What follows belongs to an exercise in optimizing a design on an open flow for small area and a short achievable clock period; a production flow would make more cautious choices. Where RTL was checked, it was by simulation tests only, not by an equivalence proof against the original. The RTL of runs 1 and 5 was laid out without a check of its function.

==> flow/design.v (outline; a module is shown in full before it is edited, if it fits) <==
// module csa4: 190 lines
// module csa3: 97 lines
// module cadd32: 168 lines
// module cadd31: 112 lines
// module mul_rows: 2739 lines
// module fa_cell: 4 lines
// module wrap31: 4 lines
// module pair_add: 16 lines
// module p9_add: 15 lines
// module smadd: 13 lines
// module conv2d_3x3: 108 lines
module conv2d_3x3 #(
    parameter SIZE  = 32 ,
    WEIGHT = 34,
    LENGHT = 302
) (
    input clk,
    input reset_n,
    input load,
    input en,
    input [SIZE-1:0] in,
    input [SIZE-1:0] k1,
    input [SIZE-1:0] k2,
    input [SIZE-1:0] k3,
    input [SIZE-1:0] k4,
    input [SIZE-1:0] k5,
    input [SIZE-1:0] k6,
    input [SIZE-1:0] k7,
    input [SIZE-1:0] k8,
    input [SIZE-1:0] k9,
    output valid_out,
    output[SIZE-1:0] out
);
  // ...
==> flow/flow/run.sh <==
#!/bin/bash
# Standard ORFS layout (the standard.sh) with:
#  - timing repair aimed below the design's period: repair_timing treats
#    slack under SETUP_SLACK_MARGIN as a violation (the SDC is the standard flow's);
#  - plain buffers on the ports;
#  - after repair_design, flow/load_tree.tcl rebuilds the buffer tree of the
#    load input as a clustered two-level tree, and puts each output's port
#    buffer and its flip-flop next to the pin;
#  - larger clock-tree sink clusters.
set -euo pipefail
export SETUP_SLACK_MARGIN=30.65
export BUFFER_PORTS_ARGS="-buffer_cell sky130_fd_sc_hd__buf_4"
export POST_RESIZE_TCL=$PWD/flow/load_tree.tcl
export CTS_ARGS="-sink_clustering_enable -repair_clock_nets -sink_clustering_size 25 -sink_clustering_max_diameter 80"
bash standard.sh > flow_make.log 2>&1
==> flow/flow/load_tree.tcl <==
# Rebuild the buffer tree of the load input as a balanced, clustered tree.
# Sourced after repair_design (POST_RESIZE), before detailed placement.
namespace eval lt {
  variable block
  proc is_buf {inst} {
    return [regexp {__(buf|clkbuf|bufbuf)_[0-9]+$} [[$inst getMaster] getName]]
  }
  proc drv_iterm {net} {
    foreach it [$net getITerms] { if {[$it isOutputSignal]} { return $it } }
    return ""
  }
  # all non-buffer sinks below net, deleting the buffers in between
  proc collect {net sinksVar} {
    upvar $sinksVar sinks
    foreach it [$net getITerms] {
      if {[$it isOutputSignal]} continue
      set inst [$it getInst]
      if {[is_buf $inst]} {
        set onet ""
        foreach o [$inst getITerms] { if {[$o isOutputSignal]} { set onet [$o getNet] } }
        if {$onet ne "" && $onet ne "NULL"} { collect $onet sinks }
        odb::dbInst_destroy $inst
        if {$onet ne "" && $onet ne "NULL"} { odb::dbNet_destroy $onet }
      } else {
        lappend sinks $it
      }
    }
  }
  proc center {inst} {
    set b [$inst getBBox]
    return [list [expr {([$b xMin] + [$b xMax]) / 2}] [expr {([$b yMin] + [$b yMax]) / 2}]]
  }
  # k-means of points {x y}, returns list of cluster index per point
  proc kmeans {pts k} {
    set n [llength $pts]
    set cs {}
    for {set i 0} {$i < $k} {incr i} { lappend cs [lindex $pts [expr {($i * $n) / $k}]] }
    # seed by sorting along x then y bands for a spread start
    set asg [lrepeat $n 0]
    for {set it 0} {$it < 25} {incr it} {
      set asg {}
      foreach p $pts {
        set best 0; set bd 1e30; set j 0
        lassign $p px py
        foreach c $cs {
          lassign $c cx cy
          set d [expr {abs($px - $cx) + abs($py - $cy)}]
          if {$d < $bd} { set bd $d; set best $j }
          incr j
        }
        lappend asg $best
      }
      set sx [lrepeat $k 0.0]; set sy [lrepeat $k 0.0]; set sn [lrepeat $k 0]
      foreach p $pts a $asg {
        lset sx $a [expr {[lindex $sx $a] + [lindex $p 0]}]
        lset sy $a [expr {[lindex $sy $a] + [lindex $p 1]}]
        lset sn $a [expr {[lindex $sn $a] + 1}]
      }
      set ncs {}
      for {set j 0} {$j < $k} {incr j} {
        if {[lindex $sn $j] > 0} {
          lappend ncs [list [expr {int([lindex $sx $j] / [lindex $sn $j])}] [expr {int([lindex $sy $j] / [lindex $sn $j])}]]
        } else { lappend ncs [lindex $cs $j] }
      }
      set cs $ncs
    }
    return [list $asg $cs]
  }
  variable cnt 0
  proc mkbuf {master x y innet outnet} {
    variable block; variable cnt
    incr cnt
    set inst [odb::dbInst_create $block $master "ltbuf_$cnt"]
    $inst setLocation $x $y
    $inst setPlacementStatus PLACED
    [$inst findITerm A] connect $innet
    [$inst findITerm X] connect $outnet
    return $inst
  }
  proc mknet {} {
    variable block; variable cnt
    incr cnt
    set net [odb::dbNet_create $block "ltnet_$cnt"]
    $net setSigType SIGNAL
    return $net
  }
  proc build {port leaf_size fan2 leafcell midcell} {
    variable block
    set block [ord::get_db_block]
    set db [ord::get_db]
    set bt [$block findBTerm $port]
    set pnet [$bt getNet]
    # the input buffer on the port
    set ibuf ""
    foreach it [$pnet getITerms] { set ibuf [$it getInst] }
    set root ""
    foreach o [$ibuf getITerms] { if {[$o isOutputSignal]} { set root [$o getNet] } }
    set sinks {}
    collect $root sinks
    foreach it $sinks { $it disconnect }
    set n [llength $sinks]
    set pts {}
    foreach it $sinks { lappend pts [center [$it getInst]] }
    set k1 [expr {($n + $leaf_size - 1) / $leaf_size}]
    lassign [kmeans $pts $k1] asg cs
    set lm [$db findMaster $leafcell]
    set mm [$db findMaster $midcell]
    # level 2 clustering of leaf buffers
    set k2 [expr {($k1 + $fan2 - 1) / $fan2}]
    lassign [kmeans $cs $k2] asg2 cs2
    set midnets {}
    foreach c $cs2 {
      set net [mknet]
      lassign $c x y
      mkbuf $mm $x $y $root $net
      lappend midnets $net
    }
    set j 0
    foreach c $cs a2 $asg2 {
      set net [mknet]
      lassign $c x y
      mkbuf $lm $x $y [lindex $midnets $a2] $net
      set leafnets($j) $net
      incr j
    }
    foreach it $sinks a $asg { $it connect $leafnets($a) }
    puts "load tree: $n sinks, $k1 leaf buffers ($leafcell), $k2 mid buffers ($midcell)"
  }
}
lt::build load 40 8 sky130_fd_sc_hd__buf_8 sky130_fd_sc_hd__buf_16

# Put each output's port buffer and the flip-flop that drives it next to the
# port's pin, so that the register-to-output paths stay short.
namespace eval lt {
  proc out_regs {} {
    set block [ord::get_db_block]
    set core [$block getCoreArea]
    set cx0 [$core xMin]; set cy0 [$core yMin]; set cx1 [$core xMax]; set cy1 [$core yMax]
    set moved 0
    foreach bt [$block getBTerms] {
      if {[$bt getIoType] ne "OUTPUT"} continue
      set net [$bt getNet]
      set buf ""
      foreach it [$net getITerms] { if {[$it isOutputSignal]} { set buf [$it getInst] } }
      if {$buf eq ""} continue
      set bnet [[$buf findITerm A] getNet]
      set ff ""
      foreach it [$bnet getITerms] { if {[$it isOutputSignal]} { set ff [$it getInst] } }
      if {$ff eq ""} continue
      set bb [$bt getBBox]
      set px [expr {([$bb xMin] + [$bb xMax]) / 2}]
      set py [expr {([$bb yMin] + [$bb yMax]) / 2}]
      # inside the core, a little away from the edge
      set m 4000
      set x [expr {min(max($px, $cx0 + $m), $cx1 - $m - 20000)}]
      set y [expr {min(max($py, $cy0 + $m), $cy1 - $m - 3000)}]
      # direction towards the core: flop one cell further in
      set dx 0; set dy 0
      if {$px <= $cx0} { set dx 6000 } elseif {$px >= $cx1} { set dx -6000 } elseif {$py <= $cy0} { set dy 3000 } else { set dy -3000 }
      $buf setLocation $x $y
      $ff setLocation [expr {$x + $dx}] [expr {$y + $dy}]
      incr moved
    }
    puts "output registers moved next to their pins: $moved"
  }
}
lt::out_regs

# Inputs other than load have time to spare: their port buffers can be the
# smallest buffer (repair_timing sizes them up if a path needs it).
namespace eval lt {
  proc small_inbufs {keep cell} {
    set block [ord::get_db_block]
    set m [[ord::get_db] findMaster $cell]
    set n 0
    foreach bt [$block getBTerms] {
      if {[$bt getIoType] ne "INPUT" || [lsearch $keep [$bt getName]] >= 0} continue
      set net [$bt getNet]
      if {$net eq "NULL"} continue
      foreach it [$net getITerms] {
        set inst [$it getInst]
        if {[regexp {__buf_[0-9]+$} [[$inst getMaster] getName]]} { $inst swapMaster $m; incr n }
      }
    }
    puts "input port buffers set to $cell: $n"
  }
}
lt::small_inbufs {load clk reset_n} sky130_fd_sc_hd__buf_1
==> flow/standard.sh <==
#!/bin/bash
# synth_recipe.tcl (not shown) runs the flow's synth.tcl, then flattens the netlist and writes it again
# the make line also repeats each setting of config.mk as NAME=value (left out here)
make -C /OpenROAD-flow-scripts/flow DESIGN_CONFIG=/design/flow/config.mk WORK_HOME=/design/flow/orfs CLKGATE_MAP_FILE= SYNTH_SCRIPT=/design/flow/synth_recipe.tcl "${@:-finish}"
==> flow/config.mk <==
export PLATFORM = sky130hd
export DESIGN_NAME = conv2d_3x3
export DESIGN_NICKNAME = conv2d_3x3
export VERILOG_FILES = /design/flow/design.v
export SDC_FILE = /design/flow/constraint.sdc
export NUM_CORES = 8
export LEC_CHECK = 0
export CAP_MARGIN = 20
export CORE_MARGIN = 2
export CORE_UTILIZATION = 55
export PLACE_DENSITY = 0.65
export SLEW_MARGIN = 20
export SYNTH_HIERARCHICAL = 1
==> flow/constraint.sdc <==
create_clock -name core_clock -period 40.0 [get_ports {clk}]
set_input_delay 8.0000 -clock core_clock [delete_from_list [all_inputs] [get_ports {clk}]]
set_output_delay 8.0000 -clock core_clock [all_outputs]
set_load 0.01 [all_outputs]
==> metrics.md, run 1 <==
| Metric | Value |
|---|---|
| Status | no timing/DRC/antenna violations |
| Post-CTS Resized | between 90 and 100 |
| RSZ-0062 raised after global routing | true |
| Uppermost layer routed | met5 |
| Met1 Use GR | 36.5% |
| Rel. slew slack | a little under a quarter |
| GR peak layer | met2 |
| Routed WL per cell | about 26 um |
| Biggest Area Class | multi-input gates |
| Met2 Track Usage GR | ~45% |
| Clock latency on the worst-skew pair | just under 1 ns |
| Via/cell ratio | about 6.0 |
| CP max-delay cell | dfrtp_1 |
| Placed cells | roughly 25000 |
| Placer's final routability congestion estimate | between 0.9 and 1 |
| Die Footprint | roughly 470000 um^2 |
| Max clock buf depth | 4 |
| CP Buf/Inv Count | 1 |
| Reg2reg path depth | 21 |
| Final setup margin | ~30 ns |
| Max Cap Viol | 0 |
| Reg2Reg Setup Slack | 30.81 ns |
| Clock buf count | ~180 |
| Clk sinks | between 2000 and 3000 |
| Clock-cell share | 2.04% |
| Final WL | 650000 um |
| Crit start category | register |
==> module conv2d_3x3, before the edit <==
module conv2d_3x3 #(
    parameter SIZE  = 32 ,
    WEIGHT = 34,
    LENGHT = 302
) (
    input clk,
    input reset_n,
    input load,
    input en,
    input [SIZE-1:0] in,
    input [SIZE-1:0] k1,
    input [SIZE-1:0] k2,
    input [SIZE-1:0] k3,
    input [SIZE-1:0] k4,
    input [SIZE-1:0] k5,
    input [SIZE-1:0] k6,
    input [SIZE-1:0] k7,
    input [SIZE-1:0] k8,
    input [SIZE-1:0] k9,
    output valid_out,
    output[SIZE-1:0] out
);
    localparam W = WEIGHT;
    localparam N = 2 * W + 4;    
    reg  [32*N-1:0] chain;
    always @(posedge clk)
        if (load) chain <= {chain[32*(N-1)-1:0], in};
    wire [31:0] c [0:N-1];
    genvar g;
    generate
        for (g = 0; g < N; g = g + 1) begin : cw
            assign c[g] = chain[32*g +: 32];
        end
    endgenerate
    reg [6:0] cnt;
    always @(posedge clk or negedge reset_n)
        if (!reset_n)              cnt <= 7'd0;
        else if (load && cnt != N) cnt <= cnt + 7'd1;
    reg e1, e2, e3, e4, e5;
    always @(posedge clk or negedge reset_n)
        if (!reset_n) {e1, e2, e3, e4, e5} <= 5'b0;
        else if (load) {e1, e2, e3, e4, e5} <= {en, e1, e2, e3, e4};
    reg [24:0] kr1, kr2, kr3, kr4, kr5, kr6, kr7, kr8, kr9;
    always @(posedge clk)
        if (load) begin
            kr1 <= {k1[31], k1[23:0] & {24{cnt >= 2*W+3}}};
            kr2 <= {k2[31], k2[23:0] & {24{cnt >= 2*W+2}}};
            kr3 <= {k3[31], k3[23:0] & {24{cnt >= 2*W+1}}};
            kr4 <= {k4[31], k4[23:0] & {24{cnt >= W+3}}};
            kr5 <= {k5[31], k5[23:0] & {24{cnt >= W+2}}};
            kr6 <= {k6[31], k6[23:0] & {24{cnt >= W+1}}};
            kr7 <= {k7[31], k7[23:0] & {24{cnt >= 3}}};
            kr8 <= {k8[31], k8[23:0] & {24{cnt >= 2}}};
            kr9 <= {k9[31], k9[23:0] & {24{cnt >= 1}}};
        end
    wire [30:0] ra1, rb1, ra2, rb2, ra3, rb3, ra4, rb4;
    wire [30:0] ra5, rb5, ra6, rb6, ra7, rb7, ra8, rb8, ra9, rb9;
    mul_rows m1 (.a(c[2*W+3][30:0]), .b(kr1[23:0]), .ra(ra1), .rb(rb1));
    mul_rows m2 (.a(c[2*W+2][30:0]), .b(kr2[23:0]), .ra(ra2), .rb(rb2));
    mul_rows m3 (.a(c[2*W+1][30:0]), .b(kr3[23:0]), .ra(ra3), .rb(rb3));
    mul_rows m4 (.a(c[W+3][30:0]),   .b(kr4[23:0]), .ra(ra4), .rb(rb4));
    mul_rows m5 (.a(c[W+2][30:0]),   .b(kr5[23:0]), .ra(ra5), .rb(rb5));
    mul_rows m6 (.a(c[W+1][30:0]),   .b(kr6[23:0]), .ra(ra6), .rb(rb6));
    mul_rows m7 (.a(c[3][30:0]),     .b(kr7[23:0]), .ra(ra7), .rb(rb7));
    mul_rows m8 (.a(c[2][30:0]),     .b(kr8[23:0]), .ra(ra8), .rb(rb8));
    wire sg1 = kr1[24] ^ (c[2*W+3][31] & (cnt > 2*W+3));
    wire sg2 = kr2[24] ^ (c[2*W+2][31] & (cnt > 2*W+2));
    wire sg3 = kr3[24] ^ (c[2*W+1][31] & (cnt > 2*W+1));
    wire sg4 = kr4[24] ^ (c[W+3][31]   & (cnt > W+3));
    wire sg5 = kr5[24] ^ (c[W+2][31]   & (cnt > W+2));
    wire sg6 = kr6[24] ^ (c[W+1][31]   & (cnt > W+1));
    wire sg7 = kr7[24] ^ (c[3][31]     & (cnt > 3));
    wire sg8 = kr8[24] ^ (c[2][31]     & (cnt > 2));
    wire [31:0] s12, s34, s56, s78;
    pair_add a12 (.ra1(ra1), .rb1(rb1), .s1(sg1), .ra2(ra2), .rb2(rb2), .s2(sg2), .z(s12));
    pair_add a34 (.ra1(ra3), .rb1(rb3), .s1(sg3), .ra2(ra4), .rb2(rb4), .s2(sg4), .z(s34));
    pair_add a56 (.ra1(ra5), .rb1(rb5), .s1(sg5), .ra2(ra6), .rb2(rb6), .s2(sg6), .z(s56));
    pair_add a78 (.ra1(ra7), .rb1(rb7), .s1(sg7), .ra2(ra8), .rb2(rb8), .s2(sg8), .z(s78));
    reg [31:0] r12, r34, r56, r78;
    reg [24:0] kd9;
    always @(posedge clk)
        if (load) begin
            r12 <= s12; r34 <= s34; r56 <= s56; r78 <= s78; kd9 <= kr9;
        end
    wire [31:0] s1234, s5678, s18;
    smadd           a1234 (.x(r12), .y(r34), .z(s1234));
    smadd           a5678 (.x(r56), .y(r78), .z(s5678));
    smadd #(.INV(1)) a18  (.x(s1234), .y(s5678), .z(s18));    
    reg [31:0] r18;
    reg [24:0] kdd9;
    always @(posedge clk)
        if (load) begin
            r18 <= s18; kdd9 <= kd9;
        end
    mul_rows m9 (.a(c[3][30:0]), .b(kdd9[23:0]), .ra(ra9), .rb(rb9));
    wire sg9 = kdd9[24] ^ (c[3][31] & (cnt > 3));
    wire [31:0] sall;
    p9_add a19 (.xi(r18[30:0]), .sx(r18[31]), .ra(ra9), .rb(rb9), .s9(sg9), .z(sall));
    reg [31:0] r19;
    always @(posedge clk)
        if (load) r19 <= sall;
    reg [31:0] r_out;
    always @(posedge clk or negedge reset_n)
        if (!reset_n)  r_out <= 32'd0;
        else if (load) r_out <= r19;
    assign out       = r_out;
    assign valid_out = e5;
endmodule
==> run 2: changes to the inputs <==
--- a/flow/design.v
+++ b/flow/design.v
@@ -3469,9 +3469,8 @@
     always @(posedge clk)
         if (load) r19 <= sall;
     reg [31:0] r_out;
-    always @(posedge clk or negedge reset_n)
-        if (!reset_n)  r_out <= 32'd0;
-        else if (load) r_out <= r19;
+    always @(posedge clk)
+        if (load) r_out <= r19;
     assign out       = r_out;
     assign valid_out = e5;
 endmodule
--- a/flow/flow/run.sh
+++ b/flow/flow/run.sh
@@ -8,7 +8,7 @@
 #    buffer and its flip-flop next to the pin;
 #  - larger clock-tree sink clusters.
 set -euo pipefail
-export SETUP_SLACK_MARGIN=30.65
+export SETUP_SLACK_MARGIN=30.55
 export BUFFER_PORTS_ARGS="-buffer_cell sky130_fd_sc_hd__buf_4"
 export POST_RESIZE_TCL=$PWD/flow/load_tree.tcl
 export CTS_ARGS="-sink_clustering_enable -repair_clock_nets -sink_clustering_size 25 -sink_clustering_max_diameter 80"
--- a/flow/config.mk
+++ b/flow/config.mk
@@ -7,7 +7,7 @@
 export LEC_CHECK = 0
 export CAP_MARGIN = 20
 export CORE_MARGIN = 2
-export CORE_UTILIZATION = 55
-export PLACE_DENSITY = 0.65
+export CORE_UTILIZATION = 45
+export PLACE_DENSITY = 0.55
 export SLEW_MARGIN = 20
 export SYNTH_HIERARCHICAL = 1
==> run 2 against run 1 <==
Compared with the run above:
- setup slack gained 0.0057 ns
- global-route usage shrank 4.3 points
- maximum frequency is essentially flat
- highest routed layer unchanged
==> metrics.md, run 2 <==
| Metric | Value |
|---|---|
| Status | no timing/DRC/antenna violations |
| Core area | around 560000 um^2 |
| Nets | approximately 25000 |
| Antenna-violating nets left | 0 |
| Clk_skew | 0.0624 ns |
| Area delta synth->final | 3.02% |
| Cell family with most CP delay | flip-flops |
| H-tree levels | 4 |
| Hold Path Origin | chain[631] |
| Critical Path Max Stage Delay | between 0.4 and 0.5 ns |
| CP Class | reg2out |
| Non-Filler Instances | between 20000 and 30000 |
| Most frequent cells in the layout | nand2_1 (5477), fa_1 (5069), edfxtp_1 (2803) |
| TritonCTS clock tree | done |
| Synthesized cell area | 255000 um^2 |
| RSZ-0062 raised after global routing | true |
| Buffers on Ports | between 200 and 300 |
| GR Util met3 | 5.00% |
| Worst setup EP type | primary output |
| Final Cycle Share | 23.8% |
| Fmax achieved | about 0.11 GHz |
| CTS Hold Bufs | 0 |
| Crit-path max FO | 1 |
| Synth Area per Inst | between 10 and 15 um^2 |
| Gate Count Post-Synth | approximately 20000 |
| Drc violations | 0 |
| Via/cell ratio | 5.63 (-6.1%) |
| Setup violations, final | 0 |
| Max clock buf depth | 4 (unchanged) |
| Clock tree root buffer cell | clkbuf_16 |
| Clock latency on the worst-skew pair | 0.95 ns (-0.03 ns) |
| Ratio of cells with drive above 1 in the final layout | under 10% |
| Pin count of the biggest net entering global routing | 94 |
| Placed cells | 25900 (+5.5%) |
| Rel. slew slack | 25.0% (+1.6 points) |
| Area after DPL | about 250000 um^2 |
| Number of global-route vias before repair | ~160k |
| I/O pin count | 357 |
| Required @ worst endpoint | ~32 ns |
| Fin. max-slew vios | 0 |
| Max reg flops | about 2300 |
| CP max-delay cell | edfxtp_1 |
| Die height | ~760 um |
| Post-route cell area | between 200000 and 300000 um^2 |
| Die W | 756 um |
| TNS Setup | 0 ns |
| Worst-margin pin slew | ~1.1 ns |
| Final WL | 674000 um (+3.8%) |
| Crit start category | register |
| Reg2Reg Setup Slack | 30.80 ns (about the same) |
| WHS Endpoint | chain[663] |
| Min Tclk post-route | around 9.5 ns |
| GR peak layer | met2 |
| Die Footprint | 572000 um^2 (+22%) |
| Clk pin slew, worst setup/hold paths | approximately 0.10 ns |
| Initial Util | between 40 and 50% |
| Met2 Track Usage GR | 38.3% (-6.3 points) |
| Via count | roughly 150k |
| Antenna violations before repair | 11 |
| Critical R2R Capture | r56[28] |
| Iteration count of the initial detailed-routing pass | 8 |
| Placer's final routability congestion estimate | 0.890 (-4.0%) |
| Total track usage | 24.0% |
| CP cell instances | buf_6 |
| Hpwl dp | between 400000 and 500000 um |
| WP depth | 1 |
| First-pass GRT wire length | 1030000 um |
| Clk sinks | 2815 (unchanged) |
| Largest Register | chain |
| Final Hold Fails | 0 |
| Max Cap Viol | 0 (unchanged) |
| Reg2Reg Launch Point | kr5[14] |
| CP Buf/Inv Count | 1 (unchanged) |
| Ys Warns | 7 |
| Row count | 276 |
| WHS Path Cells | 0 |
| Grt total ovfl | 0 |
| Hold WC Path Type | reg2reg |
| Number of DRC markers in iteration 0 | about 13000 |
| Met1 Use GR | 31.7% (-4.8 points) |
| WP data arrival | between 1.5 and 2 ns |
| Total CTS buffers | 174 |
| Routed WL per cell | 25.6 um (-1.1%) |
| Reg2reg path depth | 21 (unchanged) |
| Commonest non-fill, non-tap cell in the layout | nand2_1 |
run 2: cell count changes in the layout (fill, tap and decap cells not counted), moves of 7 or more:
cell,change
clkbuf_16,+8
dfrtp_2,-7
edfxtp_1,+32
xnor2_1,+8
dfrtp_1,-25
buf_12,-24
mux2_2,-32
buf_8,-7
buf_6,-35
buf_4,-40
run 2: timing repair:
action	4_1_cts	5_1_grt
resized for setup	72	114
setup endpoints to repair	200	193
pin swaps	1	3
buffers inserted	129	54
cloned	1	1
run 2: through the flow:
stage	util (%)	hold slack (ns)	setup slack, ns
2_1_floorplan	-	0.400	31.17
3_3_place_gp	44.9	0.400	27.25
3_5_place_dp	44.9	0.405	29.13
4_1_cts	46.3	0.381	30.40
5_1_grt	46.5	0.388	30.41
6_report	46.5	0.374	30.49
run 2: worst max-delay path by stage:
stage,start,to,slack [ns]
final,r_out[29],out[29],30.49
after global routing,r_out[29],out[29],30.41
after CTS,r_out[29],out[29],30.40
after detailed placement,r34[31],r18[10],29.13
after global placement,load,chain[1666],27.25
after floorplan,load,cnt[1],31.17
run 2: layout make-up:
type	count	area (um^2)
clock buffer	189	4440
tap	7506	9390
antenna	5	12.5
fill	50300	302000
buffer	80	1310
timing repair buffer	855	6850
multi-input combinational	14700	154000
clock inverter	90	1660
inverter	120	460
sequential	2815	84500
run 2: metal layers:
layer	wire length, um	up-vias
met2	315000	6925
met3	59100	1751
met5	63	-
li1	-	61100
met1	261000	78600
met4	38900	5
==> run 3: changes to the inputs <==
--- a/flow/flow/run.sh
+++ b/flow/flow/run.sh
@@ -11,5 +11,5 @@
 export SETUP_SLACK_MARGIN=30.55
 export BUFFER_PORTS_ARGS="-buffer_cell sky130_fd_sc_hd__buf_4"
 export POST_RESIZE_TCL=$PWD/flow/load_tree.tcl
-export CTS_ARGS="-sink_clustering_enable -repair_clock_nets -sink_clustering_size 25 -sink_clustering_max_diameter 80"
+export CTS_ARGS="-sink_clustering_enable -repair_clock_nets -sink_clustering_size 25 -sink_clustering_max_diameter 80 -dont_use_dummy_load"
 bash standard.sh > flow_make.log 2>&1
--- a/flow/flow/load_tree.tcl
+++ b/flow/flow/load_tree.tcl
@@ -127,7 +127,7 @@
     puts "load tree: $n sinks, $k1 leaf buffers ($leafcell), $k2 mid buffers ($midcell)"
   }
 }
-lt::build load 40 8 sky130_fd_sc_hd__buf_8 sky130_fd_sc_hd__buf_16
+lt::build load 50 8 sky130_fd_sc_hd__buf_6 sky130_fd_sc_hd__buf_16
 
 # Put each output's port buffer and the flip-flop that drives it next to the
 # port's pin, so that the register-to-output paths stay short.
==> run 3 against run 2 <==
Compared with the run above:
- routed wire length about the same
- maximum frequency up 0.51%
- highest routed layer unchanged
- die area is the same
- critical path depth unchanged
- sequential share of layout area is 0.29 points higher
- worst hold slack lost 0.017 ns
- final cell count fell by 0.46%
- global-route usage about the same
- critical endpoint is now out[19]
==> metrics.md, run 3 <==
| Metric | Value |
|---|---|
| Status | no timing/DRC/antenna violations |
| Non-Filler Instances | 26200 (-0.46%) |
| CP max-delay cell | edfxtp_1 |
| TritonCTS clock tree | done |
| CP Class | reg2out |
| Die Footprint | 572000 um^2 (unchanged) |
| Clk sinks | 2815 (unchanged) |
| I/O pin count | 357 (unchanged) |
| Final WL | 674000 um (about the same) |
| Min Tclk post-route | 9.46 ns (-0.0482 ns) |
| Hpwl dp | 468000 um (-0.18%) |
| Final Hold Fails | 0 (unchanged) |
| Number of global-route vias before repair | 163000 (-0.29%) |
| Commonest non-fill, non-tap cell in the layout | nand2_1 |
| First-pass GRT wire length | 1030000 um (about the same) |
| Nets | 24700 (-0.073%) |
| Clock latency on the worst-skew pair | 0.92 ns (-0.03 ns) |
| Row count | 276 (unchanged) |
| Max reg flops | 2304 (unchanged) |
| Required @ worst endpoint | 32.00 ns (about the same) |
| Largest Register | chain |
| Drc violations | 0 (unchanged) |
| H-tree levels | 4 (unchanged) |
| CTS Hold Bufs | 0 (unchanged) |
| Crit-path max FO | 1 (unchanged) |
| Ys Warns | 7 (unchanged) |
| Hold WC Path Type | reg2reg |
| Die W | 756 um (unchanged) |
| Worst setup EP type | primary output |
| Rel. slew slack | 23.6% (-1.5 points) |
| Max Cap Viol | 0 (unchanged) |
| Synth Area per Inst | 12.9 um^2 (unchanged) |
| Buffers on Ports | 293 (unchanged) |
| WP data arrival | 1.46 ns (-0.05 ns) |
| Max clock buf depth | 4 (unchanged) |
| Via/cell ratio | 5.64 (+0.16%) |
| Critical Path Max Stage Delay | 0.42 ns (about the same) |
| TNS Setup | 0 ns (unchanged) |
| Number of DRC markers in iteration 0 | 12800 (+1.1%) |
| Post-route cell area | 260000 um^2 (-0.88%) |
| Synthesized cell area | 255000 um^2 (unchanged) |
| Total track usage | 24.0% (about the same) |
| Antenna violations before repair | 7 (-4) |
| Worst-margin pin slew | 1.15 ns (+0.0220 ns) |
| Clock tree root buffer cell | clkbuf_16 |
| Area delta synth->final | 2.11% |
| CP Buf/Inv Count | 1 (unchanged) |
| Gate Count Post-Synth | 19700 (unchanged) |
| Final Cycle Share | 23.7% (-0.12 points) |
| Pin count of the biggest net entering global routing | 94 (unchanged) |
| Die height | 756 um (unchanged) |
| RSZ-0062 raised after global routing | true |
| Iteration count of the initial detailed-routing pass | 9 (+1) |
| Placer's final routability congestion estimate | 0.890 (unchanged) |
| Clk_skew | 0.112 ns (+0.0498 ns) |
| Cell family with most CP delay | flip-flops |
| Area after DPL | 253000 um^2 (-0.18%) |
| Crit start category | register |
| Fin. max-slew vios | 0 (unchanged) |
| Placed cells | 25900 (-0.058%) |
| Ratio of cells with drive above 1 in the final layout | 6.23% (-0.55 points) |
| Grt total ovfl | 0 (unchanged) |
| Total CTS buffers | 169 (-2.9%) |
| CP cell instances | buf_6 |
| Via count | 148000 (-0.30%) |
| Fmax achieved | 0.106 GHz (+0.51%) |
| Initial Util | 45.1% (unchanged) |
| Most frequent cells in the layout | nand2_1 (5477), fa_1 (5072), edfxtp_1 (2803) |
| Antenna-violating nets left | 0 (unchanged) |
| Core area | 564000 um^2 (unchanged) |
| Clk pin slew, worst setup/hold paths | 0.09 ns (about the same) |
| Setup violations, final | 0 (unchanged) |
| Routed WL per cell | 25.7 um (+0.42%) |
[run 3: path summary, 6_finish.rpt]
kind	start	end	slack, ns	cells past startpoint
worst min-delay path	chain[637]	chain[669]	0.36	0
min in group asynchronous	reset_n	e4	6.99	1
max in group asynchronous	reset_n	cnt[0]	32.70	1
worst max-delay path	r_out[19]	out[19]	30.54	1
worst min register to register	chain[637]	chain[669]	0.36	0
worst max register to register	chain[107]	r78[11]	30.77	21
[run 3: layer usage]
layer | routed length (um) | share of wire (%) | GRT usage [%] | vias to the layer above
met3 | 58900 | 8.8 | 4.99 | 1741
li1 | - | - | - | 60900
met4 | 38000 | 5.6 | 10.8 | 2
met2 | 314000 | 47 | 38.4 | 6954
met1 | 262000 | 39 | 31.7 | 78300
met5 | 13 | 0.0019 | 0 | -
[run 3: area by class of cell]
cell class / instances / area [um^2]
fillers: 50400 / 304000
multi-input cells: 14700 / 154000
flip-flops and latches: 2815 / 84500
well taps: 7506 / 9390
repair buffers: 857 / 6840
clock buffers: 169 / 4230
plain buffers: 65 / 862
inverters: 120 / 460
diodes: 7 / 17.5
[run 3: timing repair]
item / CTS / global route
gates cloned: 1 / 1
resized for setup: 65 / 136
endpoints found under the setup margin: 209 / 192
pin swaps: 1 / 3
setup buffers: 135 / 49
hold endpoints to repair: 0 / 0
[run 3: per-stage QoR]
stage          hold slack [ns]  worst slack, ns  utilization, %
4_1_cts                  0.344            30.42            45.9
2_1_floorplan            0.400            31.17               -
3_5_place_dp             0.405            29.16            44.8
6_report                 0.357            30.54            46.1
3_3_place_gp             0.400            27.25            44.9
5_1_grt                  0.350            30.45            46.1
==> run 4: changes to the inputs <==
--- a/flow/flow/run.sh
+++ b/flow/flow/run.sh
@@ -11,5 +11,5 @@
 export SETUP_SLACK_MARGIN=30.55
 export BUFFER_PORTS_ARGS="-buffer_cell sky130_fd_sc_hd__buf_4"
 export POST_RESIZE_TCL=$PWD/flow/load_tree.tcl
-export CTS_ARGS="-sink_clustering_enable -repair_clock_nets -sink_clustering_size 25 -sink_clustering_max_diameter 80 -dont_use_dummy_load"
+export CTS_ARGS="-sink_clustering_enable -repair_clock_nets -sink_clustering_size 25 -sink_clustering_max_diameter 120 -dont_use_dummy_load"
 bash standard.sh > flow_make.log 2>&1
--- a/flow/config.mk
+++ b/flow/config.mk
@@ -5,9 +5,9 @@
 export SDC_FILE = /design/flow/constraint.sdc
 export NUM_CORES = 8
 export LEC_CHECK = 0
-export CAP_MARGIN = 20
+export CAP_MARGIN = 5
 export CORE_MARGIN = 2
 export CORE_UTILIZATION = 45
 export PLACE_DENSITY = 0.55
-export SLEW_MARGIN = 20
+export SLEW_MARGIN = 5
 export SYNTH_HIERARCHICAL = 1
==> run 4 against run 3 <==
Compared with the run above:
- still clean on timing, DRC and antenna
- synthesized area unchanged
- flip-flop and latch count unchanged
- largest cell class unchanged
- highest routed layer unchanged
==> metrics.md, run 4 <==
| Metric | Value |
|---|---|
| WHS Path Cells | 0 (unchanged) |
| Grt total ovfl | 0 (unchanged) |
| Largest Register | chain |
| Number of DRC markers in iteration 0 | 12700 (-0.26%) |
| TritonCTS clock tree | done |
| Hold Path Origin | chain[1241] |
| Total CTS buffers | 151 (-11%) |
| Setup violations, final | 0 (unchanged) |
| Clk pin slew, worst setup/hold paths | 0.10 ns (about the same) |
| Core area | 564000 um^2 (unchanged) |
| Max reg flops | 2304 (unchanged) |
| Via/cell ratio | 5.64 (about the same) |
| Max Cap Viol | 0 (unchanged) |
| Drc violations | 0 (unchanged) |
| Rel. slew slack | 16.3% (-7.2 points) |
| Area delta synth->final | 1.93% |
| Nets | 24600 (-0.089%) |
| I/O pin count | 357 (unchanged) |
| Crit-path max FO | 1 (unchanged) |
| Clk sinks | 2815 (unchanged) |
| Min Tclk post-route | 9.47 ns (+0.00870 ns) |
| WP data arrival | 1.47 ns (about the same) |
| Buffers on Ports | 293 (unchanged) |
| Reg2Reg Launch Point | chain[120] |
| Crit start category | register |
| Row count | 276 (unchanged) |
| Via count | 148000 (-0.022%) |
| Initial Util | 45.1% (unchanged) |
| Total track usage | 24.0% (about the same) |
| Die height | 756 um (unchanged) |
| Die Footprint | 572000 um^2 (unchanged) |
| Synthesized cell area | 255000 um^2 (unchanged) |
| Fmax achieved | 0.106 GHz (about the same) |
| Filler Cell Count | 50300 (-0.16%) |
| Ys Warns | 7 (unchanged) |
| Iteration count of the initial detailed-routing pass | 8 (-1) |
| CP cell instances | buf_6 |
| H-tree levels | 4 (unchanged) |
| Ratio of cells with drive above 1 in the final layout | 6.13% (-0.10 points) |
| Final Cycle Share | 23.7% (about the same) |
| Clk_skew | 0.113 ns (+0.000560 ns) |
| Hpwl dp | 468000 um (about the same) |
| Antenna-violating nets left | 0 (unchanged) |
| Critical Path Max Stage Delay | 0.43 ns (about the same) |
| Commonest non-fill, non-tap cell in the layout | nand2_1 |
| Status | no timing/DRC/antenna violations |
| Antenna violations before repair | 11 (+4) |
| First-pass GRT wire length | 1030000 um (-0.11%) |
| Final WL | 673000 um (about the same) |
| WP depth | 1 (unchanged) |
| Required @ worst endpoint | 32.00 ns (about the same) |
| CP Class | reg2out |
| RSZ-0062 raised after global routing | true |
| Max clock buf depth | 4 (unchanged) |
| Number of global-route vias before repair | 163000 (-0.16%) |
| Clock latency on the worst-skew pair | 0.92 ns (about the same) |
| Most frequent cells in the layout | nand2_1 (5478), fa_1 (5069), edfxtp_1 (2803) |
| CTS Hold Bufs | 0 (unchanged) |
| Hold WC Path Type | reg2reg |
| Fin. max-slew vios | 0 (unchanged) |
| Gate Count Post-Synth | 19700 (unchanged) |
| CP max-delay cell | edfxtp_1 |
| Pin count of the biggest net entering global routing | 94 (unchanged) |
| Final Hold Fails | 0 (unchanged) |
| Reg2reg path depth | 21 (unchanged) |
| Placer's final routability congestion estimate | 0.890 (unchanged) |
| Worst setup EP type | primary output |
| Reg area | 84500 um^2 (unchanged) |
| Multi-input logic area | 154000 um^2 (about the same) |
| Routed WL per cell | 25.7 um (about the same) |
| Clock tree root buffer cell | clkbuf_16 |
| Die W | 756 um (unchanged) |
| CP Buf/Inv Count | 1 (unchanged) |
| Hold Slack | 0.346 ns (-0.0110 ns) |
| Worst-margin pin slew | 1.26 ns (+0.109 ns) |
| TNS Setup | 0 ns (unchanged) |
| Cell family with most CP delay | flip-flops |
| Synth Area per Inst | 12.9 um^2 (unchanged) |
| Worst Setup SP | r_out[9] |
## run 4: stage by stage
stage / setup WS, ns / instances / util (%) / cell area (um^2)
3_5_place_dp: 29.10 / 25900 / 44.8 / 253000
4_1_cts: 30.42 / 26200 / 45.8 / 259000
5_1_grt: 30.46 / 26200 / 46.0 / 260000
3_3_place_gp: 27.25 / 25800 / 44.9 / 253000
6_report: 30.53 / 26200 / 46.0 / 260000
2_1_floorplan: 31.17 / 19800 / - / 255000
## run 4: worst paths after layout
kind / to / slack, ns
worst max-delay path: out[9] / 30.53
worst min-delay path: chain[1273] / 0.35
worst max register to register: r78[30] / 30.72
worst min register to register: chain[1273] / 0.35
max in group asynchronous: e2 / 32.68
min in group asynchronous: cnt[6] / 6.99
## run 4: layout make-up
cell class | count | share of cell area (%)
antenna | 6 | 0.00578
buffer | 65 | 0.332
clock buffer | 151 | 1.46
inverter | 120 | 0.177
multi-input combinational | 14700 | 59.2
sequential | 2815 | 32.5
tap | 7506 | 3.62
timing repair buffer | 853 | 2.64
## run 4: timing repair
action,4_1_cts,5_1_grt
endpoints found under the hold margin,0,0
pin swaps,1,4
resized for setup,67,134
setup endpoints to repair,207,193
gates cloned,1,1
setup buffers,143,42
## run 4: metal layers
| layer | share of wire, % | wire length [um] | track usage, % |
|---|---|---|---|
| met2 | 47 | 316000 | 38.4 |
| met4 | 5.4 | 36300 | 10.6 |
| met5 | 0.0031 | 21 | 0 |
| met3 | 8.5 | 57300 | 4.89 |
| met1 | 39 | 263000 | 31.8 |
==> run 5: changes to the inputs <==
--- a/flow/design.v
+++ b/flow/design.v
@@ -3412,34 +3412,33 @@
     reg [24:0] kr1, kr2, kr3, kr4, kr5, kr6, kr7, kr8, kr9;
     always @(posedge clk)
         if (load) begin
-            kr1 <= {k1[31], k1[23:0] & {24{cnt >= 2*W+3}}};
-            kr2 <= {k2[31], k2[23:0] & {24{cnt >= 2*W+2}}};
-            kr3 <= {k3[31], k3[23:0] & {24{cnt >= 2*W+1}}};
-            kr4 <= {k4[31], k4[23:0] & {24{cnt >= W+3}}};
-            kr5 <= {k5[31], k5[23:0] & {24{cnt >= W+2}}};
-            kr6 <= {k6[31], k6[23:0] & {24{cnt >= W+1}}};
-            kr7 <= {k7[31], k7[23:0] & {24{cnt >= 3}}};
-            kr8 <= {k8[31], k8[23:0] & {24{cnt >= 2}}};
-            kr9 <= {k9[31], k9[23:0] & {24{cnt >= 1}}};
+            kr1 <= {k1[31], k1[23:0]}; kr2 <= {k2[31], k2[23:0]};
+            kr3 <= {k3[31], k3[23:0]}; kr4 <= {k4[31], k4[23:0]};
+            kr5 <= {k5[31], k5[23:0]}; kr6 <= {k6[31], k6[23:0]};
+            kr7 <= {k7[31], k7[23:0]}; kr8 <= {k8[31], k8[23:0]};
+            kr9 <= {k9[31], k9[23:0]};
         end
     wire [30:0] ra1, rb1, ra2, rb2, ra3, rb3, ra4, rb4;
     wire [30:0] ra5, rb5, ra6, rb6, ra7, rb7, ra8, rb8, ra9, rb9;
-    mul_rows m1 (.a(c[2*W+3][30:0]), .b(kr1[23:0]), .ra(ra1), .rb(rb1));
-    mul_rows m2 (.a(c[2*W+2][30:0]), .b(kr2[23:0]), .ra(ra2), .rb(rb2));
-    mul_rows m3 (.a(c[2*W+1][30:0]), .b(kr3[23:0]), .ra(ra3), .rb(rb3));
-    mul_rows m4 (.a(c[W+3][30:0]),   .b(kr4[23:0]), .ra(ra4), .rb(rb4));
-    mul_rows m5 (.a(c[W+2][30:0]),   .b(kr5[23:0]), .ra(ra5), .rb(rb5));
-    mul_rows m6 (.a(c[W+1][30:0]),   .b(kr6[23:0]), .ra(ra6), .rb(rb6));
-    mul_rows m7 (.a(c[3][30:0]),     .b(kr7[23:0]), .ra(ra7), .rb(rb7));
-    mul_rows m8 (.a(c[2][30:0]),     .b(kr8[23:0]), .ra(ra8), .rb(rb8));
-    wire sg1 = kr1[24] ^ (c[2*W+3][31] & (cnt > 2*W+3));
-    wire sg2 = kr2[24] ^ (c[2*W+2][31] & (cnt > 2*W+2));
-    wire sg3 = kr3[24] ^ (c[2*W+1][31] & (cnt > 2*W+1));
-    wire sg4 = kr4[24] ^ (c[W+3][31]   & (cnt > W+3));
-    wire sg5 = kr5[24] ^ (c[W+2][31]   & (cnt > W+2));
-    wire sg6 = kr6[24] ^ (c[W+1][31]   & (cnt > W+1));
-    wire sg7 = kr7[24] ^ (c[3][31]     & (cnt > 3));
-    wire sg8 = kr8[24] ^ (c[2][31]     & (cnt > 2));
+    wire v1 = cnt > 2*W+3, v2 = cnt > 2*W+2, v3 = cnt > 2*W+1;
+    wire v4 = cnt > W+3,   v5 = cnt > W+2,   v6 = cnt > W+1;
+    wire v7 = cnt > 3,     v8 = cnt > 2;
+    mul_rows m1 (.a(c[2*W+3][30:0]), .b(kr1[23:0] & {24{v1}}), .ra(ra1), .rb(rb1));
+    mul_rows m2 (.a(c[2*W+2][30:0]), .b(kr2[23:0] & {24{v2}}), .ra(ra2), .rb(rb2));
+    mul_rows m3 (.a(c[2*W+1][30:0]), .b(kr3[23:0] & {24{v3}}), .ra(ra3), .rb(rb3));
+    mul_rows m4 (.a(c[W+3][30:0]),   .b(kr4[23:0] & {24{v4}}), .ra(ra4), .rb(rb4));
+    mul_rows m5 (.a(c[W+2][30:0]),   .b(kr5[23:0] & {24{v5}}), .ra(ra5), .rb(rb5));
+    mul_rows m6 (.a(c[W+1][30:0]),   .b(kr6[23:0] & {24{v6}}), .ra(ra6), .rb(rb6));
+    mul_rows m7 (.a(c[3][30:0]),     .b(kr7[23:0] & {24{v7}}), .ra(ra7), .rb(rb7));
+    mul_rows m8 (.a(c[2][30:0]),     .b(kr8[23:0] & {24{v8}}), .ra(ra8), .rb(rb8));
+    wire sg1 = kr1[24] ^ (c[2*W+3][31] & v1);
+    wire sg2 = kr2[24] ^ (c[2*W+2][31] & v2);
+    wire sg3 = kr3[24] ^ (c[2*W+1][31] & v3);
+    wire sg4 = kr4[24] ^ (c[W+3][31]   & v4);
+    wire sg5 = kr5[24] ^ (c[W+2][31]   & v5);
+    wire sg6 = kr6[24] ^ (c[W+1][31]   & v6);
+    wire sg7 = kr7[24] ^ (c[3][31]     & v7);
+    wire sg8 = kr8[24] ^ (c[2][31]     & v8);
     wire [31:0] s12, s34, s56, s78;
     pair_add a12 (.ra1(ra1), .rb1(rb1), .s1(sg1), .ra2(ra2), .rb2(rb2), .s2(sg2), .z(s12));
     pair_add a34 (.ra1(ra3), .rb1(rb3), .s1(sg3), .ra2(ra4), .rb2(rb4), .s2(sg4), .z(s34));
@@ -3461,8 +3460,9 @@
         if (load) begin
             r18 <= s18; kdd9 <= kd9;
         end
-    mul_rows m9 (.a(c[3][30:0]), .b(kdd9[23:0]), .ra(ra9), .rb(rb9));
-    wire sg9 = kdd9[24] ^ (c[3][31] & (cnt > 3));
+    wire v9 = cnt > 3;
+    mul_rows m9 (.a(c[3][30:0]), .b(kdd9[23:0] & {24{v9}}), .ra(ra9), .rb(rb9));
+    wire sg9 = kdd9[24] ^ (c[3][31] & v9);
     wire [31:0] sall;
     p9_add a19 (.xi(r18[30:0]), .sx(r18[31]), .ra(ra9), .rb(rb9), .s9(sg9), .z(sall));
     reg [31:0] r19;
--- a/flow/flow/run.sh
+++ b/flow/flow/run.sh
@@ -11,5 +11,5 @@
 export SETUP_SLACK_MARGIN=30.55
 export BUFFER_PORTS_ARGS="-buffer_cell sky130_fd_sc_hd__buf_4"
 export POST_RESIZE_TCL=$PWD/flow/load_tree.tcl
-export CTS_ARGS="-sink_clustering_enable -repair_clock_nets -sink_clustering_size 25 -sink_clustering_max_diameter 120 -dont_use_dummy_load"
+export CTS_ARGS="-sink_clustering_enable -repair_clock_nets -sink_clustering_size 25 -sink_clustering_max_diameter 80 -dont_use_dummy_load"
 bash standard.sh > flow_make.log 2>&1
--- a/flow/config.mk
+++ b/flow/config.mk
@@ -5,9 +5,9 @@
 export SDC_FILE = /design/flow/constraint.sdc
 export NUM_CORES = 8
 export LEC_CHECK = 0
-export CAP_MARGIN = 5
+export CAP_MARGIN = 20
 export CORE_MARGIN = 2
 export CORE_UTILIZATION = 45
 export PLACE_DENSITY = 0.55
-export SLEW_MARGIN = 5
+export SLEW_MARGIN = 20
 export SYNTH_HIERARCHICAL = 1
==> run 5 against run 4 <==
Compared with the run above:
- register-to-register slack worse by 0.54 ns
- synthesized cell count down 0.11%
- count of clock-buffer cells in the layout up 25
- setup slack worse by 0.36 ns
- utilization up 2.5 points
- flip-flop and latch count unchanged
- worst hold slack worse by 0.011 ns
- final cell count up 2.2%
- sequential share of layout area down 1.7 points
- critical path type is now reg2reg
- critical endpoint is now r56[30]
- highest routed layer unchanged
==> metrics.md, run 5 <==
| Metric | Value |
|---|---|
| Critical Path Max Stage Delay | 0.58 ns (+0.15 ns) |
| Most used cell, CP | fa_2 |
| Final Hold Fails | 0 (unchanged) |
| Final core occ | 48.5% (+2.5 points) |
| Total track usage | 25.6% (+1.6 points) |
| Largest Register | chain |
| Worst Setup SP | cnt[1] |
| Max reg flops | 2304 (unchanged) |
| Non-Filler Instances | 26800 (+2.2%) |
| Commonest non-fill, non-tap cell in the layout | nand2_1 |
| Fin. max-slew vios | 0 (unchanged) |
| Max clock buf depth | 4 (unchanged) |
| Placed cells | 25800 (-0.32%) |
| GR Util met3 | 6.06% (+1.2 points) |
| Row count | 276 (unchanged) |
| Status | no timing/DRC/antenna violations |
| Antenna-violating nets left | 0 (unchanged) |
| Total CTS buffers | 176 (+17%) |
| Synthesized cell area | 255000 um^2 (about the same) |
| Rel. slew slack | 20.7% (+4.3 points) |
| Synth Area per Inst | 12.9 um^2 (about the same) |
| TNS Setup | 0 ns (unchanged) |
| First-pass GRT wire length | 1090000 um (+5.7%) |
| Area delta synth->final | 7.56% |
| Crit start category | register |
| Setup violations, final | 0 (unchanged) |
| Iteration count of the initial detailed-routing pass | 8 (unchanged) |
| Ys Warns | 7 (unchanged) |
| Final WL | 730000 um (+8.5%) |
| Min Tclk post-route | 9.82 ns (+0.355 ns) |
| Via/cell ratio | 5.74 (+1.7%) |
| Reg2Reg Launch Point | cnt[1] |
| Ratio of cells with drive above 1 in the final layout | 15.0% (+8.8 points) |
| Grt total ovfl | 0 (unchanged) |
| Placer's final routability congestion estimate | 0.893 (+0.31%) |
| Nets | 25200 (+2.3%) |
| Number of DRC markers in iteration 0 | 14300 (+13%) |
| Core area | 564000 um^2 (unchanged) |
| Final Cycle Share | 24.6% (+0.89 points) |
| Max Cap Viol | 0 (unchanged) |
| Hold WC Path Type | reg2reg |
| Reg area | 84500 um^2 (about the same) |
| I/O pin count | 357 (unchanged) |
| H-tree levels | 4 (unchanged) |
| Hold Path Origin | chain[166] |
| Clk pin slew, worst setup/hold paths | 0.09 ns (about the same) |
| Via count | 154000 (+3.9%) |
| Filler Cell Count | 49100 (-2.5%) |
| Clock latency on the worst-skew pair | 0.93 ns (about the same) |
| Drc violations | 0 (unchanged) |
| Initial Util | 45.1% (about the same) |
| CP max-delay cell | fa_2 |
| WP data arrival | 10.45 ns (+8.98 ns) |
| Routed WL per cell | 27.3 um (+6.2%) |
| RSZ-0062 raised after global routing | true |
| Die height | 756 um (about the same) |
| Die Footprint | 572000 um^2 (about the same) |
| Worst setup EP type | register |
| Most frequent cells in the layout | nand2_1 (5463), fa_1 (4488), edfxtp_1 (2803) |
| Clk_skew | 0.108 ns (-0.00490 ns) |
| Hold Slack | 0.336 ns (-0.0106 ns) |
| Fmax achieved | 0.102 GHz (-3.6%) |
| Gate Count Post-Synth | 19700 (-0.11%) |
| Met1 Use GR | 33.3% (+1.5 points) |
| Met2 Track Usage GR | 41.0% (+2.6 points) |
| Number of global-route vias before repair | 167000 (+2.6%) |
| Buffers on Ports | 293 (unchanged) |
| TritonCTS clock tree | done |
| Multi-input logic area | 160000 um^2 (+3.8%) |
| Die W | 756 um (about the same) |
| Clock tree root buffer cell | clkbuf_16 |
| CP Class | reg2reg |
| Antenna violations before repair | 19 (+8) |
| Hpwl dp | 464000 um (-0.92%) |
| Pin count of the biggest net entering global routing | 78 (-17%) |
| CTS Hold Bufs | 0 (unchanged) |
| GR peak layer | met2 |
| Crit-path max FO | 8 (+7) |
| Required @ worst endpoint | 40.63 ns (+8.63 ns) |
| Clk sinks | 2815 (unchanged) |
| Worst-margin pin slew | 1.19 ns (-0.0650 ns) |
==> run 5: critical path, delay by kind of cell (launching register included) <==
| kind | cells | cell delay (ns) |
|---|---|---|
| flip-flops | 1 | 0.44 |
| adder cells (fa/ha/maj) | 11 | 4.81 |
| XOR/XNOR | 3 | 0.79 |
| AO/OA/AOI/OAI | 6 | 1.55 |
| buffers and inverters | 8 | 1.19 |
| AND/OR/NAND/NOR | 5 | 0.67 |
==> run 5: worst paths after layout <==
check / slack [ns] / depth (start not counted) / to
min reg2reg: 0.34 / 0 / chain[198]
min: 0.34 / 0 / chain[198]
max in group asynchronous: 32.77 / 1 / cnt[1]
max: 30.18 / 33 / r56[30]
min in group asynchronous: 6.95 / 1 / cnt[6]
max reg2reg: 30.18 / 33 / r56[30]
==> run 5: metal layers <==
layer  part of all wire, %  routed length (um)
met2                    47              340000
met4                   5.9               43000
met5                 0.011                  83
met3                    10               73300
met1                    38              274000
==> run 5: stage by stage <==
step / instance area (um^2) / setup slack, ns
floorplan: 255000 / 30.57
global route: 274000 / 30.05
detailed placement: 253000 / 28.41
CTS: 270000 / 30.30
finish: 274000 / 30.18
global placement: 253000 / 27.31
==> run 5: cell type report <==
class | count | area share (%)
antenna | 14 | 0.0128
tap | 7506 | 3.43
multi-input combinational | 14700 | 58.3
buffer | 65 | 0.315
timing repair buffer | 1350 | 5.28
sequential | 2815 | 30.9
clock buffer | 176 | 1.61
inverter | 119 | 0.172
==> run 5: repair_timing <==
action / in CTS / in global routing
cloned: 142 / 21
setup endpoints to repair: 225 / 225
buffers inserted: 506 / 132
pin swaps: 713 / 351
gates resized for setup: 1423 / 436

==> what the ideal ports hide <==
In the flow no input, the clock included, has a driving cell. The finished layouts below were timed again as built, in two steps.
Step 1: set_driving_cell puts a clkbuf_16 on clk and a buf_2 on each other input, an assumption about the parent block.
Step 2 moves the port delays by t, midway between the first and last clock arrival at a register: inputs arrive t later, outputs are due t later. That takes back most of the time a late clock gives input paths.
Three values: ideal ports, drivers, drivers and shift; two values: the first two.
run	t (ns)	slack for setup (ns)	pins driven straight from the clock port
run 1	1.044	30.485 / 30.361 / 30.303	1
run 2	1.051	30.491 / 30.363 / 30.250	1
run 3	0.994	30.539 / 30.415 / 30.123	1
run 4	0.993	30.531 / 30.402 / 30.112	1
run 5	1.000	30.175 / 30.175 / 30.032	1
After both steps every run listed still meets setup and hold. For run 4, which loses most, drivers alone change the setup slack by -0.129 ns; drivers and shift together by -0.419 ns.
